What follows belongs to an exercise in optimizing a design on an open flow for a short achievable clock period and few clock cycles; a production flow would make more cautious choices.
Only simulation tests tie the RTL to the original design; equivalence was not proved.
Power and IR drop assume default switching activity.

==> yarrow <==
## Multi_CPU
module Multi_CPU(
	input wire clk, reset,
	input wire [31:0] Data_in,
	output wire mem_w,
	output wire [31:0] Data_out, Addr_out
    );
reg        w_mem;         
reg        w_st;          
reg        w_ld;          
reg        w_we;          
reg [4:0]  w_dst;
reg [31:0] w_res;         
reg [31:0] w_sd;          
reg [31:0] a_q;           
reg [31:0] f_pc;
reg        d_v;
reg [31:0] d_ir, d_pc, d_pc4;
reg        d_pred;                
reg [31:0] d_rs_oh, d_rt_oh;      
reg        e_v;
reg [31:0] e_x, e_y, e_z, e_pc, e_pc4, e_bt;
reg [4:0]  e_dst;
reg        e_we, e_ld, e_st, e_br, e_bne, e_pred, e_jr, e_ret;
reg        e_add, e_sub, e_and, e_or, e_nor, e_xor, e_slt, e_passy, e_link;
assign Addr_out = a_q;
assign mem_w    = w_st;
assign Data_out = w_sd;
reg [31:0] rf [0:31];
reg [31:0] rf_v;
wire [31:0] w_wd = w_ld ? Data_in : w_res;
always @(posedge clk)
	if (w_we) rf[w_dst] <= w_wd;
always @(posedge clk)
	if (reset) rf_v <= 32'd0;
	else if (w_we) rf_v[w_dst] <= 1'b1;
wire smc_e = w_st & e_v & (a_q[11:2] == e_pc[11:2]);
wire smc_d = w_st & d_v & (a_q[11:2] == d_pc[11:2]);
reg        w_jc;                  
reg [31:0] w_jt, w_jp;            
wire       w_redir = w_jc & (w_jt != w_jp);
wire        e_go  = e_v & ~smc_e & ~w_redir;
wire [31:0] xv = e_x;
wire [31:0] yv = e_y;
wire [31:0] zv = e_z;
wire [31:0] e_sum, e_dsum;
wire        e_cs, e_cd;
  ...
clock: 9.0 ns
lec_check: 0
abc_clock_period_in_ps: 2500
cap_margin: 20
core_margin: 2
core_utilization: 40
place_density: 0.6
setup_slack_margin: 5
slew_margin: 20
standard.sh (not shown) runs the stock make flow with config.mk's settings and CLKGATE_MAP_FILE= SYNTH_SCRIPT=/design/flow/synth_recipe.tcl, a recipe that flattens the netlist after the stock synthesis.
==> flow/flow/run.sh <==
#!/bin/bash
# Layout by the standard flow (standard.sh, synthesis unchanged).  The
# one change: the port buffers that buffer_ports inserts are
# sky130_fd_sc_hd__buf_4 cells instead of the delay-type buffers it picks by
# default.  Every input and output port still gets its own buffer.
set -o pipefail
bash standard.sh "BUFFER_PORTS_ARGS=-buffer_cell sky130_fd_sc_hd__buf_4" finish > standard.log 2>&1
==> quartz (differences from yarrow) <==
--- a/flow/design.v
+++ b/flow/design.v
@@ -37,18 +37,21 @@
 reg [31:0] w_sd;          
 reg [31:0] a_q;           
 reg [31:0] f_pc;
 reg        d_v;
 reg [31:0] d_ir, d_pc, d_pc4;
 reg        d_pred;                
 reg [31:0] d_rs_oh, d_rt_oh;      
+reg        d_mf;                  
+reg        d_ic;                  
+reg [31:0] d_tt;                  
 reg        e_v;
 reg [31:0] e_x, e_y, e_z, e_pc, e_pc4, e_bt;
 reg [4:0]  e_dst;
-reg        e_we, e_ld, e_st, e_br, e_bne, e_pred, e_jr, e_ret;
+reg        e_we, e_ld, e_st, e_br, e_bne, e_pred, e_jr;
 reg        e_add, e_sub, e_and, e_or, e_nor, e_xor, e_slt, e_passy, e_link;
 assign Addr_out = a_q;
 assign mem_w    = w_st;
 assign Data_out = w_sd;
 reg [31:0] rf [0:31];
 reg [31:0] rf_v;
 wire [31:0] w_wd = w_ld ? Data_in : w_res;
@@ -59,52 +62,45 @@
 	else if (w_we) rf_v[w_dst] <= 1'b1;
 wire smc_e = w_st & e_v & (a_q[11:2] == e_pc[11:2]);
 wire smc_d = w_st & d_v & (a_q[11:2] == d_pc[11:2]);
 reg        w_jc;                  
 reg [31:0] w_jt, w_jp;            
 wire       w_redir = w_jc & (w_jt != w_jp);
 wire        e_go  = e_v & ~smc_e & ~w_redir;
-wire [31:0] xv = e_x;
-wire [31:0] yv = e_y;
-wire [31:0] zv = e_z;
 wire [31:0] e_sum, e_dsum;
 wire        e_cs, e_cd;
-ks_add #(32) add_sum (.a(xv), .b(yv),  .cin(1'b0), .s(e_sum),  .cout(e_cs));
-ks_add #(32) add_dif (.a(xv), .b(~yv), .cin(1'b1), .s(e_dsum), .cout(e_cd));
+ks_add #(32) add_sum (.a(e_x), .b(e_y),  .cin(1'b0), .s(e_sum),  .cout(e_cs));
+ks_add #(32) add_dif (.a(e_x), .b(~e_y), .cin(1'b1), .s(e_dsum), .cout(e_cd));
 wire [32:0] e_dif = {~e_cd, e_dsum};
 wire        e_lt  = ~e_cd;            
 wire [31:0] e_res = ({32{e_add}}   & e_sum)
                   | ({32{e_sub}}   & e_dif[31:0])
-                  | ({32{e_and}}   & (xv & yv))
-                  | ({32{e_or}}    & (xv | yv))
-                  | ({32{e_nor}}   & ~(xv | yv))
-                  | ({32{e_xor}}   & (xv ^ yv))
+                  | ({32{e_and}}   & (e_x & e_y))
+                  | ({32{e_or}}    & (e_x | e_y))
+                  | ({32{e_nor}}   & ~(e_x | e_y))
+                  | ({32{e_xor}}   & (e_x ^ e_y))
                   | ({32{e_slt}}   & {31'd0, e_lt})
-                  | ({32{e_passy}} & yv)
+                  | ({32{e_passy}} & e_y)
                   | ({32{e_link}}  & e_pc4);
 wire [31:0] e_ad = e_x + e_y;
-wire e_eq_xy = (e_x == e_y);
-wire e_eq    = e_eq_xy;
+wire e_eq    = (e_x == e_y);
 wire e_taken = e_bne ? ~e_eq : e_eq;
 wire e_redir = e_go & (e_jr & ~e_pred | (e_br & (e_taken ^ e_pred)));
 wire [31:0] e_tgt = e_jr ? e_ad : e_pred ? e_pc4 : e_bt;
 wire e_mem   = e_go & (e_ld | e_st);
-reg          u_v, u_tk, u_xv;
-reg [31:2]   u_pc, u_xt;
+reg          u_v, u_tk;
+reg [31:2]   u_pc;
 always @(posedge clk) begin
 	if (reset) begin
 		u_v  <= 1'b0;
-		u_xv <= 1'b0;
 	end else begin
 		u_v  <= e_go & e_br;
-		u_xv <= e_go & e_jr & ~e_ret;
 	end
 	u_tk <= e_taken;
 	u_pc <= e_pc[31:2];
-	u_xt <= e_ad[31:2];
 end
 wire [5:0] d_op = d_ir[31:26];
 wire [5:0] d_fn = d_ir[5:0];
 wire [4:0] d_rs = d_ir[25:21];
 wire [4:0] d_rt = d_ir[20:16];
 wire [4:0] d_rd = d_ir[15:11];
 wire d_R     = (d_op == 6'h00);
@@ -165,39 +161,33 @@
 reg [13:2]   ic_tag[0:CE-1];     
 reg [31:14]  ic_up;              
 reg [31:0]   ic_w  [0:CE-1];
 reg [31:2]   ic_tt [0:CE-1];
 reg          ic_j  [0:CE-1];
 reg          ic_b  [0:CE-1];
 reg          ic_r  [0:CE-1];     
-reg          ic_x  [0:CE-1];     
 reg [1:0]    ic_c  [0:CE-1];     
 reg [3:0]    ic_ptr;
-reg          d_mf;               
-reg [31:0]   d_tt;               
-reg          d_ic;               
 reg [CE-1:0] ic_m;
 wire         f_upok = (ic_up == f_pc[31:14]);
-wire         u_upok = (ic_up == u_pc[31:14]);
 wire         d_upok = (ic_up == d_pc[31:14]);
 reg [31:0]   ic_ws;
 reg [31:2]   ic_tts;
-reg          ic_js, ic_bs, ic_ds, ic_rs, ic_xs;
+reg          ic_js, ic_bs, ic_ds, ic_rs;
 integer q;
 always @* begin
-	ic_ws = 32'd0; ic_tts = 30'd0; ic_js = 1'b0; ic_bs = 1'b0; ic_ds = 1'b0; ic_rs = 1'b0; ic_xs = 1'b0;
+	ic_ws = 32'd0; ic_tts = 30'd0; ic_js = 1'b0; ic_bs = 1'b0; ic_ds = 1'b0; ic_rs = 1'b0;
 	for (q = 0; q < CE; q = q + 1) begin
 		ic_m[q] = ic_v[q] & (ic_tag[q] == f_pc[13:2]) & f_upok;
 		ic_ws  = ic_ws  | ({32{ic_m[q]}} & ic_w[q]);
 		ic_tts = ic_tts | ({30{ic_m[q]}} & ic_tt[q]);
 		ic_js  = ic_js  | (ic_m[q] & ic_j[q]);
 		ic_bs  = ic_bs  | (ic_m[q] & ic_b[q]);
 		ic_ds  = ic_ds  | (ic_m[q] & ic_c[q][1]);
 		ic_rs  = ic_rs  | (ic_m[q] & ic_r[q]);
-		ic_xs  = ic_xs  | (ic_m[q] & ic_x[q]);
 	end
 end
 wire ic_any = |ic_m;
 wire ic_hit = ic_any & ~(w_st & (a_q[11:2] == f_pc[11:2]));
 wire d_fill = d_mf & ~w_st;
 always @(posedge clk) begin
 	if (reset) begin
@@ -208,21 +198,14 @@
 			if (d_fill & (ic_ptr == q))                      ic_v[q] <= 1'b1;
 			else if (w_st & (ic_tag[q][11:2] == a_q[11:2]) |
 			         d_fill & ~d_upok)                       ic_v[q] <= 1'b0;
 		if (d_fill) ic_ptr <= ic_ptr + 4'd1;
 	end
 	for (q = 0; q < CE; q = q + 1)
 		if (d_fill & (ic_ptr == q))
-			ic_x[q] <= 1'b0;
-		else if (u_xv & u_upok & (ic_tag[q] == u_pc[13:2])) begin
-			ic_x[q]  <= 1'b1;
-			ic_tt[q] <= u_xt;
-		end
-	for (q = 0; q < CE; q = q + 1)
-		if (d_fill & (ic_ptr == q))
 			ic_c[q] <= d_guess ? 2'b10 : 2'b01;
 		else if (u_v & (ic_tag[q] == u_pc[13:2]))
 			ic_c[q] <= u_tk ? ((ic_c[q] == 2'b11) ? 2'b11 : ic_c[q] + 2'd1)
 			                : ((ic_c[q] == 2'b00) ? 2'b00 : ic_c[q] - 2'd1);
 	for (q = 0; q < CE; q = q + 1)
 		if (d_fill & (ic_ptr == q))
 			ic_tt[q] <= d_tgt[31:2];
@@ -253,15 +236,15 @@
 wire [8:0]  f_slo  = {1'b0, f_pcw[7:0]} + {1'b0, Data_in[7:0]} + 9'd1;
 wire [21:0] f_shi  = f_pcw[29:8];
 wire [21:0] f_shp  = f_shi + 22'd1;
 wire [21:0] f_shm  = f_shi - 22'd1;
 wire [21:0] f_sbhi = (Data_in[15] == f_slo[8]) ? f_shi : Data_in[15] ? f_shm : f_shp;
 wire [31:0] f_sbt  = {f_sbhi, f_slo[7:0], 2'b00};
 wire [31:0] f_next_d = f_j ? {f_jhi, Data_in[25:0], 2'b00} : f_ret ? ra_q : f_sbr ? f_sbt : f_pc4;
-wire        f_tk_c   = ic_js | ic_xs | ic_rs | (ic_bs & ic_ds);
+wire        f_tk_c   = ic_js | ic_rs | (ic_bs & ic_ds);
 wire [31:0] f_next_c = ic_rs ? ra_q : f_tk_c ? {ic_tts, 2'b00} : f_pc4;
 wire f_fetch = (~w_mem | ic_hit) & (~d_v | d_adv);
 wire        redir_x   = w_redir | smc_e | smc_d;
 wire        redir_any = redir_x | e_redir;
 wire [31:0] tgt_x     = w_redir ? w_jt : smc_e ? e_pc : d_pc;
 wire [31:0] f_other   = redir_x ? tgt_x : f_pc;
 wire        sel_d     = f_fetch & ~redir_x & ~ic_any;
@@ -310,15 +293,14 @@
 	e_we   <= d_we;
 	e_ld   <= d_lw;
 	e_st   <= d_sw;
 	e_br   <= d_br;
 	e_bne  <= d_bne;
 	e_pred <= d_tk;
 	e_jr   <= d_jr | d_jalr;
-	e_ret  <= d_ret;
 	e_add  <= d_radd | d_addi;
 	e_sub  <= d_rsub;
 	e_and  <= d_rand | d_andi;
 	e_or   <= d_ror | d_ori;
 	e_nor  <= d_rnor;
 	e_xor  <= d_xori;
 	e_slt  <= d_rslt | d_slti;
@@ -336,12 +318,12 @@
 		w_st  <= e_go & e_st;
 		w_we  <= e_go & e_we;
 		w_jc  <= e_go & e_jr & e_pred;
 	end
 	w_ld  <= e_ld;
 	w_dst <= e_dst;
 	w_res <= e_res;
-	w_sd  <= zv;
+	w_sd  <= e_z;
 	w_jt  <= e_ad;
 	w_jp  <= e_bt;
 end
 endmodule
==> willow (differences from yarrow) <==
==> flow/design.v (replaced) <==
`timescale 1ns / 1ps
module ks_add #(parameter W = 32) (
	input  wire [W-1:0] a, b,
	input  wire         cin,
	output wire [W-1:0] s,
	output wire         cout
	);
wire [W-1:0] p = a ^ b;
wire [W-1:0] g = (a & b) | {{(W-1){1'b0}}, p[0] & cin};
reg  [W-1:0] G, P;
integer d, i;
always @* begin
	G = g;
	P = p;
	for (d = 1; d < W; d = d * 2)
		for (i = W - 1; i >= d; i = i - 1) begin
			G[i] = G[i] | (P[i] & G[i-d]);
			P[i] = P[i] & P[i-d];
		end
end
assign s    = p ^ {G[W-2:0], cin};
assign cout = G[W-1];
endmodule
`timescale 1ns / 1ps
module Multi_CPU(
	input wire clk, reset,
	input wire [31:0] Data_in,
	output wire mem_w,
	output wire [31:0] Data_out, Addr_out
    );
reg        w_mem;         
reg        w_st;          
reg        w_ld;          
reg        w_we;          
reg [4:0]  w_dst;
reg [31:0] w_res;         
reg [31:0] w_sd;          
reg [31:0] a_q;           
reg [31:0] f_pc;
reg        d_v;
reg [31:0] d_ir, d_pc, d_pc4;
reg        d_pred;                
reg [31:0] d_rs_oh, d_rt_oh;      
reg        e_v;
reg [31:0] e_x, e_y, e_z, e_pc, e_pc4, e_bt;
reg        e_bx, e_by, e_bz;      
reg [4:0]  e_dst;
reg        e_we, e_ld, e_st, e_br, e_bne, e_pred, e_jr, e_ret;
reg        e_add, e_sub, e_and, e_or, e_nor, e_xor, e_slt, e_passy, e_link;
assign Addr_out = a_q;
assign mem_w    = w_st;
assign Data_out = w_sd;
reg [31:0] rf [0:31];
reg [31:0] rf_v;
wire [31:0] w_wd = w_ld ? Data_in : w_res;
always @(posedge clk)
	if (w_we) rf[w_dst] <= w_wd;
always @(posedge clk)
	if (reset) rf_v <= 32'd0;
	else if (w_we) rf_v[w_dst] <= 1'b1;
wire smc_e = w_st & e_v & (a_q[31:2] == e_pc[31:2]);
wire smc_d = w_st & d_v & (a_q[31:2] == d_pc[31:2]);
wire        e_go  = e_v & ~smc_e;
wire [31:0] xv = e_bx ? w_res : e_x;
wire [31:0] yv = e_by ? w_res : e_y;
wire [31:0] zv = e_bz ? w_res : e_z;
wire [31:0] e_sum, e_dsum;
wire        e_cs, e_cd;
ks_add #(32) add_sum (.a(xv), .b(yv),  .cin(1'b0), .s(e_sum),  .cout(e_cs));
ks_add #(32) add_dif (.a(xv), .b(~yv), .cin(1'b1), .s(e_dsum), .cout(e_cd));
wire [32:0] e_dif = {~e_cd, e_dsum};
wire        e_lt  = ~e_cd;            
wire [31:0] e_res = ({32{e_add}}   & e_sum)
                  | ({32{e_sub}}   & e_dif[31:0])
                  | ({32{e_and}}   & (xv & yv))
                  | ({32{e_or}}    & (xv | yv))
                  | ({32{e_nor}}   & ~(xv | yv))
                  | ({32{e_xor}}   & (xv ^ yv))
                  | ({32{e_slt}}   & {31'd0, e_lt})
                  | ({32{e_passy}} & yv)
                  | ({32{e_link}}  & e_pc4);
wire [31:0] e_ad = e_x + e_y;
wire e_eq_xy = (e_x == e_y);
wire e_eq_wy = (w_res == e_y);
wire e_eq_xw = (e_x == w_res);
wire e_eq    = e_bx ? (e_by | e_eq_wy) : (e_by ? e_eq_xw : e_eq_xy);
wire e_taken = e_bne ? ~e_eq : e_eq;
wire [31:0] e_kc = {(e_x[30:0] & e_y[30:0]) | ((e_x[30:0] | e_y[30:0]) & ~e_bt[30:0]), 1'b0};
wire        e_jok = &(~(e_x ^ e_y ^ e_bt ^ e_kc));
wire e_redir = e_go & (e_jr & ~(e_pred & e_jok) | (e_br & (e_taken ^ e_pred)));
wire [31:0] e_tgt = e_jr ? e_ad : e_pred ? e_pc4 : e_bt;
wire e_mem   = e_go & (e_ld | e_st);
reg          u_v, u_tk, u_xv;
reg [31:2]   u_pc, u_xt;
always @(posedge clk) begin
	if (reset) begin
		u_v  <= 1'b0;
		u_xv <= 1'b0;
	end else begin
		u_v  <= e_go & e_br;
		u_xv <= e_go & e_jr & ~e_ret;
	end
	u_tk <= e_taken;
	u_pc <= e_pc[31:2];
	u_xt <= e_ad[31:2];
end
wire [5:0] d_op = d_ir[31:26];
wire [5:0] d_fn = d_ir[5:0];
wire [4:0] d_rs = d_ir[25:21];
wire [4:0] d_rt = d_ir[20:16];
wire [4:0] d_rd = d_ir[15:11];
wire d_R     = (d_op == 6'h00);
wire d_radd  = d_R & (d_fn == 6'h20);
wire d_rsub  = d_R & (d_fn == 6'h22);
wire d_rand  = d_R & (d_fn == 6'h24);
wire d_ror   = d_R & (d_fn == 6'h25);
wire d_rnor  = d_R & (d_fn == 6'h27);
wire d_rslt  = d_R & (d_fn == 6'h2a);
wire d_jr    = d_R & (d_fn == 6'h08);
wire d_jalr  = d_R & (d_fn == 6'h09);
wire d_ralu  = d_radd | d_rsub | d_rand | d_ror | d_rnor | d_rslt;
wire d_addi  = (d_op == 6'h08);
wire d_andi  = (d_op == 6'h0c);
wire d_ori   = (d_op == 6'h0d);
wire d_xori  = (d_op == 6'h0e);
wire d_slti  = (d_op == 6'h0a);
wire d_lui   = (d_op == 6'h0f);
wire d_lw    = (d_op == 6'h23);
wire d_sw    = (d_op == 6'h2b);
wire d_beq   = (d_op == 6'h04);
wire d_bne   = (d_op == 6'h09);
wire d_jal   = (d_op == 6'h03);
wire d_ialu  = d_addi | d_andi | d_ori | d_xori | d_slti;
wire d_br    = d_beq | d_bne;
wire d_ret   = d_jr & (d_rs == 5'd31);
wire d_use_rs = d_ralu | d_jr | d_jalr | d_ialu | d_lw | d_sw | d_br;
wire d_use_rt = d_ralu | d_jr | d_jalr | d_sw | d_br;
wire d_yimm   = d_ialu | d_lw | d_sw | d_lui;
wire d_we     = d_ralu | d_jalr | d_ialu | d_lui | d_lw | d_jal;
wire [4:0] d_dst = (d_jal | d_jalr) ? 5'd31 : d_ralu ? d_rd : d_rt;
wire [31:0] d_imm = d_lui ? {d_ir[15:0], 16'h0000} : {{16{d_ir[15]}}, d_ir[15:0]};
wire [31:0] d_bt  = d_pc4 + {{14{d_ir[15]}}, d_ir[15:0], 2'b00};
wire [31:0] d_jt  = {d_pc4[31:28], d_ir[25:0], 2'b00};
wire [31:0] d_tgt = d_ic | d_ret ? d_tt : d_br ? d_bt : d_jt;
wire d_guess = (d_rs == d_rt) ? d_beq : (d_bne | d_ir[15]);
wire d_gtk   = d_br & ~d_ic & d_guess;
wire d_tk    = d_pred | d_gtk;
reg [31:0] d_rf_rs, d_rf_rt;
integer r;
always @* begin
	d_rf_rs = 32'd0;
	d_rf_rt = 32'd0;
	for (r = 0; r < 32; r = r + 1) begin
		d_rf_rs = d_rf_rs | ({32{d_rs_oh[r] & rf_v[r]}} & rf[r]);
		d_rf_rt = d_rf_rt | ({32{d_rt_oh[r] & rf_v[r]}} & rf[r]);
	end
end
wire [31:0] d_rsv = (w_we & (w_dst == d_rs)) ? w_wd : d_rf_rs;
wire [31:0] d_rtv = (w_we & (w_dst == d_rt)) ? w_wd : d_rf_rt;
wire e_fw   = e_v & e_we & ~e_ld;
wire d_bx   = e_fw & (e_dst == d_rs);
wire d_bt_r = e_fw & (e_dst == d_rt);
wire d_stall = d_v & e_v & e_ld &
               ((d_use_rs & (e_dst == d_rs)) | (d_use_rt & (e_dst == d_rt)))
             | d_v & e_fw & ((d_lw | d_sw | d_jr | d_jalr) & (e_dst == d_rs) |
                             (d_jr | d_jalr) & (e_dst == d_rt));
wire d_adv   = d_v & ~d_stall & ~smc_d;
wire d_redir = d_adv & d_gtk;
localparam CE = 16;
reg          ic_v  [0:CE-1];
reg [31:2]   ic_tag[0:CE-1];
reg [31:0]   ic_w  [0:CE-1];
reg [31:2]   ic_tt [0:CE-1];
reg          ic_j  [0:CE-1];
reg          ic_b  [0:CE-1];
reg          ic_r  [0:CE-1];     
reg          ic_x  [0:CE-1];     
reg [1:0]    ic_c  [0:CE-1];     
reg [3:0]    ic_ptr;
reg          d_mf;               
reg [31:0]   d_tt;               
reg          d_ic;               
reg [CE-1:0] ic_m;
reg [31:0]   ic_ws;
reg [31:2]   ic_tts;
reg          ic_js, ic_bs, ic_ds, ic_rs, ic_xs;
integer q;
always @* begin
	ic_ws = 32'd0; ic_tts = 30'd0; ic_js = 1'b0; ic_bs = 1'b0; ic_ds = 1'b0; ic_rs = 1'b0; ic_xs = 1'b0;
	for (q = 0; q < CE; q = q + 1) begin
		ic_m[q] = ic_v[q] & (ic_tag[q] == f_pc[31:2]);
		ic_ws  = ic_ws  | ({32{ic_m[q]}} & ic_w[q]);
		ic_tts = ic_tts | ({30{ic_m[q]}} & ic_tt[q]);
		ic_js  = ic_js  | (ic_m[q] & ic_j[q]);
		ic_bs  = ic_bs  | (ic_m[q] & ic_b[q]);
		ic_ds  = ic_ds  | (ic_m[q] & ic_c[q][1]);
		ic_rs  = ic_rs  | (ic_m[q] & ic_r[q]);
		ic_xs  = ic_xs  | (ic_m[q] & ic_x[q]);
	end
end
wire ic_any = |ic_m;
wire ic_hit = ic_any & ~(w_st & (a_q[31:2] == f_pc[31:2]));
wire d_fill = d_mf & ~w_st;
always @(posedge clk) begin
	if (reset) begin
		for (q = 0; q < CE; q = q + 1) ic_v[q] <= 1'b0;
		ic_ptr <= 4'd0;
	end else begin
		for (q = 0; q < CE; q = q + 1)
			if (w_st & (ic_tag[q] == a_q[31:2])) ic_v[q] <= 1'b0;
			else if (d_fill & (ic_ptr == q))        ic_v[q] <= 1'b1;
		if (d_fill) ic_ptr <= ic_ptr + 4'd1;
	end
	for (q = 0; q < CE; q = q + 1)
		if (d_fill & (ic_ptr == q))
			ic_x[q] <= 1'b0;
		else if (u_xv & (ic_tag[q] == u_pc)) begin
			ic_x[q]  <= 1'b1;
			ic_tt[q] <= u_xt;
		end
	for (q = 0; q < CE; q = q + 1)
		if (d_fill & (ic_ptr == q))
			ic_c[q] <= d_guess ? 2'b10 : 2'b01;
		else if (u_v & (ic_tag[q] == u_pc))
			ic_c[q] <= u_tk ? ((ic_c[q] == 2'b11) ? 2'b11 : ic_c[q] + 2'd1)
			                : ((ic_c[q] == 2'b00) ? 2'b00 : ic_c[q] - 2'd1);
	for (q = 0; q < CE; q = q + 1)
		if (d_fill & (ic_ptr == q))
			ic_tt[q] <= d_tgt[31:2];
	if (d_fill) begin
		ic_tag[ic_ptr] <= d_pc[31:2];
		ic_w[ic_ptr]   <= d_ir;
		ic_j[ic_ptr]   <= d_op == 6'h02 | d_op == 6'h03;
		ic_b[ic_ptr]   <= d_br;
		ic_r[ic_ptr]   <= d_ret;
	end
end
reg [31:0] ra_q;
always @(posedge clk)
	if (reset)                             ra_q <= 32'd0;
	else if (d_adv & (d_jal | d_jalr))     ra_q <= d_pc4;
wire [29:0] f_pcw = f_pc[31:2];
wire [31:0] f_pc4 = {f_pcw + 30'd1, 2'b00};
wire [5:0]  f_op   = Data_in[31:26];
wire        f_j    = (f_op == 6'h02) | (f_op == 6'h03);
wire        f_ret  = (f_op == 6'h00) & (Data_in[5:0] == 6'h08) & (Data_in[25:21] == 5'd31);
wire [3:0]  f_jhi  = f_pcw[29:26] + {3'd0, &f_pcw[25:0]};
wire [31:0] f_next_d = f_j ? {f_jhi, Data_in[25:0], 2'b00} : f_ret ? ra_q : f_pc4;
wire        f_tk_c   = ic_js | ic_xs | ic_rs | (ic_bs & ic_ds);
wire [31:0] f_next_c = ic_rs ? ra_q : f_tk_c ? {ic_tts, 2'b00} : f_pc4;
wire f_fetch = (~w_mem | ic_hit) & (~d_v | d_adv);
wire        redir_any = smc_e | e_redir | smc_d | d_redir;
wire [31:0] tgt_any   = smc_e ? e_pc : e_redir ? e_tgt : smc_d ? d_pc : d_tgt;
wire [31:0] f_other   = redir_any ? tgt_any : f_pc;
wire        sel_d     = f_fetch & ~redir_any & ~ic_any;
wire        sel_c     = f_fetch & ~redir_any & ic_any;
wire [31:0] f_other_c = sel_c ? f_next_c : f_other;
wire [31:0] f_pc_n    = sel_d ? f_next_d : f_other_c;
wire [31:0] a_q_n     = (sel_d & ~e_mem) ? f_next_d : e_mem ? e_ad : f_other_c;
wire [31:0] f_iw = w_mem ? ic_ws : Data_in;
always @(posedge clk) begin
	if (reset) begin
		f_pc <= 32'd0;
		a_q  <= 32'd0;
		d_v  <= 1'b0;
		d_mf <= 1'b0;
	end else begin
		f_pc <= f_pc_n;
		a_q  <= a_q_n;
		if (redir_any)               d_v <= 1'b0;
		else if (f_fetch)            d_v <= 1'b1;
		else if (d_adv)              d_v <= 1'b0;
		d_mf <= f_fetch & ~w_mem & ~ic_any;
	end
	if (~d_v | d_adv) begin
		d_ir    <= f_iw;
		d_pc    <= f_pc;
		d_pc4   <= f_pc4;
		d_ic    <= ic_any;
		d_tt    <= ic_any & ~ic_rs | ~ic_any & ~f_ret ? {ic_tts, 2'b00} : ra_q;
		d_pred  <= ic_any ? f_tk_c : f_j | f_ret;
		d_rs_oh <= 32'd1 << f_iw[25:21];
		d_rt_oh <= 32'd1 << f_iw[20:16];
	end
end
always @(posedge clk) begin
	if (reset) e_v <= 1'b0;
	else       e_v <= d_adv & ~e_redir & ~smc_e;
	e_x    <= d_rsv;
	e_y    <= d_yimm ? d_imm : d_rtv;
	e_z    <= d_rtv;
	e_bx   <= d_bx;
	e_by   <= d_bt_r & ~d_yimm;
	e_bz   <= d_bt_r;
	e_pc   <= d_pc;
	e_pc4  <= d_pc4;
	e_bt   <= d_tgt;
	e_dst  <= d_dst;
	e_we   <= d_we;
	e_ld   <= d_lw;
	e_st   <= d_sw;
	e_br   <= d_br;
	e_bne  <= d_bne;
	e_pred <= d_tk;
	e_jr   <= d_jr | d_jalr;
	e_ret  <= d_ret;
	e_add  <= d_radd | d_addi;
	e_sub  <= d_rsub;
	e_and  <= d_rand | d_andi;
	e_or   <= d_ror | d_ori;
	e_nor  <= d_rnor;
	e_xor  <= d_xori;
	e_slt  <= d_rslt | d_slti;
	e_passy<= d_lui;
	e_link <= d_jal | d_jalr;
end
always @(posedge clk) begin
	if (reset) begin
		w_mem <= 1'b0;
		w_st  <= 1'b0;
		w_we  <= 1'b0;
	end else begin
		w_mem <= e_mem;
		w_st  <= e_go & e_st;
		w_we  <= e_go & e_we;
	end
	w_ld  <= e_ld;
	w_dst <= e_dst;
	w_res <= e_res;
	w_sd  <= zv;
end
endmodule
==> notes <==
Wire length, highest first: willow, yarrow, quartz. In register-to-register slack, yarrow and quartz hardly differ. Maximum frequency: yarrow > quartz > willow. Synthesized cell count: quartz < yarrow < willow. Cell area, highest first: willow, yarrow, quartz. Against willow, the sequential power of yarrow is lower by about 9%. Clock-buffer cell count: willow > yarrow > quartz.
Testbench counts of yarrow, summed over its fixed seeds: cycles 27,245.
Testbench counts of quartz, summed over its fixed seeds: cycles 27,245.
Testbench counts of willow, summed over its fixed seeds: cycles 28,292.

## re-timing with driven ports
No port has a modelled driver above. Below, the same layouts with a new extraction and two added sets of constraints.
Step 1: set_driving_cell puts a clkbuf_16 on clk and a buf_2 on each other input, an assumption about the parent block.
Step 2, shift: input delay + t, output delay - t, t = (earliest + latest rising clock arrival at the registers) / 2. This alone moves slack from input paths to output paths.
Three values: ideal, step 1, step 2; two values: the first two.
run	t, ns	setup slack, ns	worst setup path at the end
yarrow	1.103	4.803 / 4.803 / 3.842	input to register
quartz	1.085	4.794 / 4.769 / 3.684	input to register
willow	1.129	4.660 / 4.660 / 3.701	input to register
After both steps every run listed still meets setup and hold. The setup slack of quartz, which loses most, moves by -0.025 ns with the drivers and by -1.110 ns with both steps.
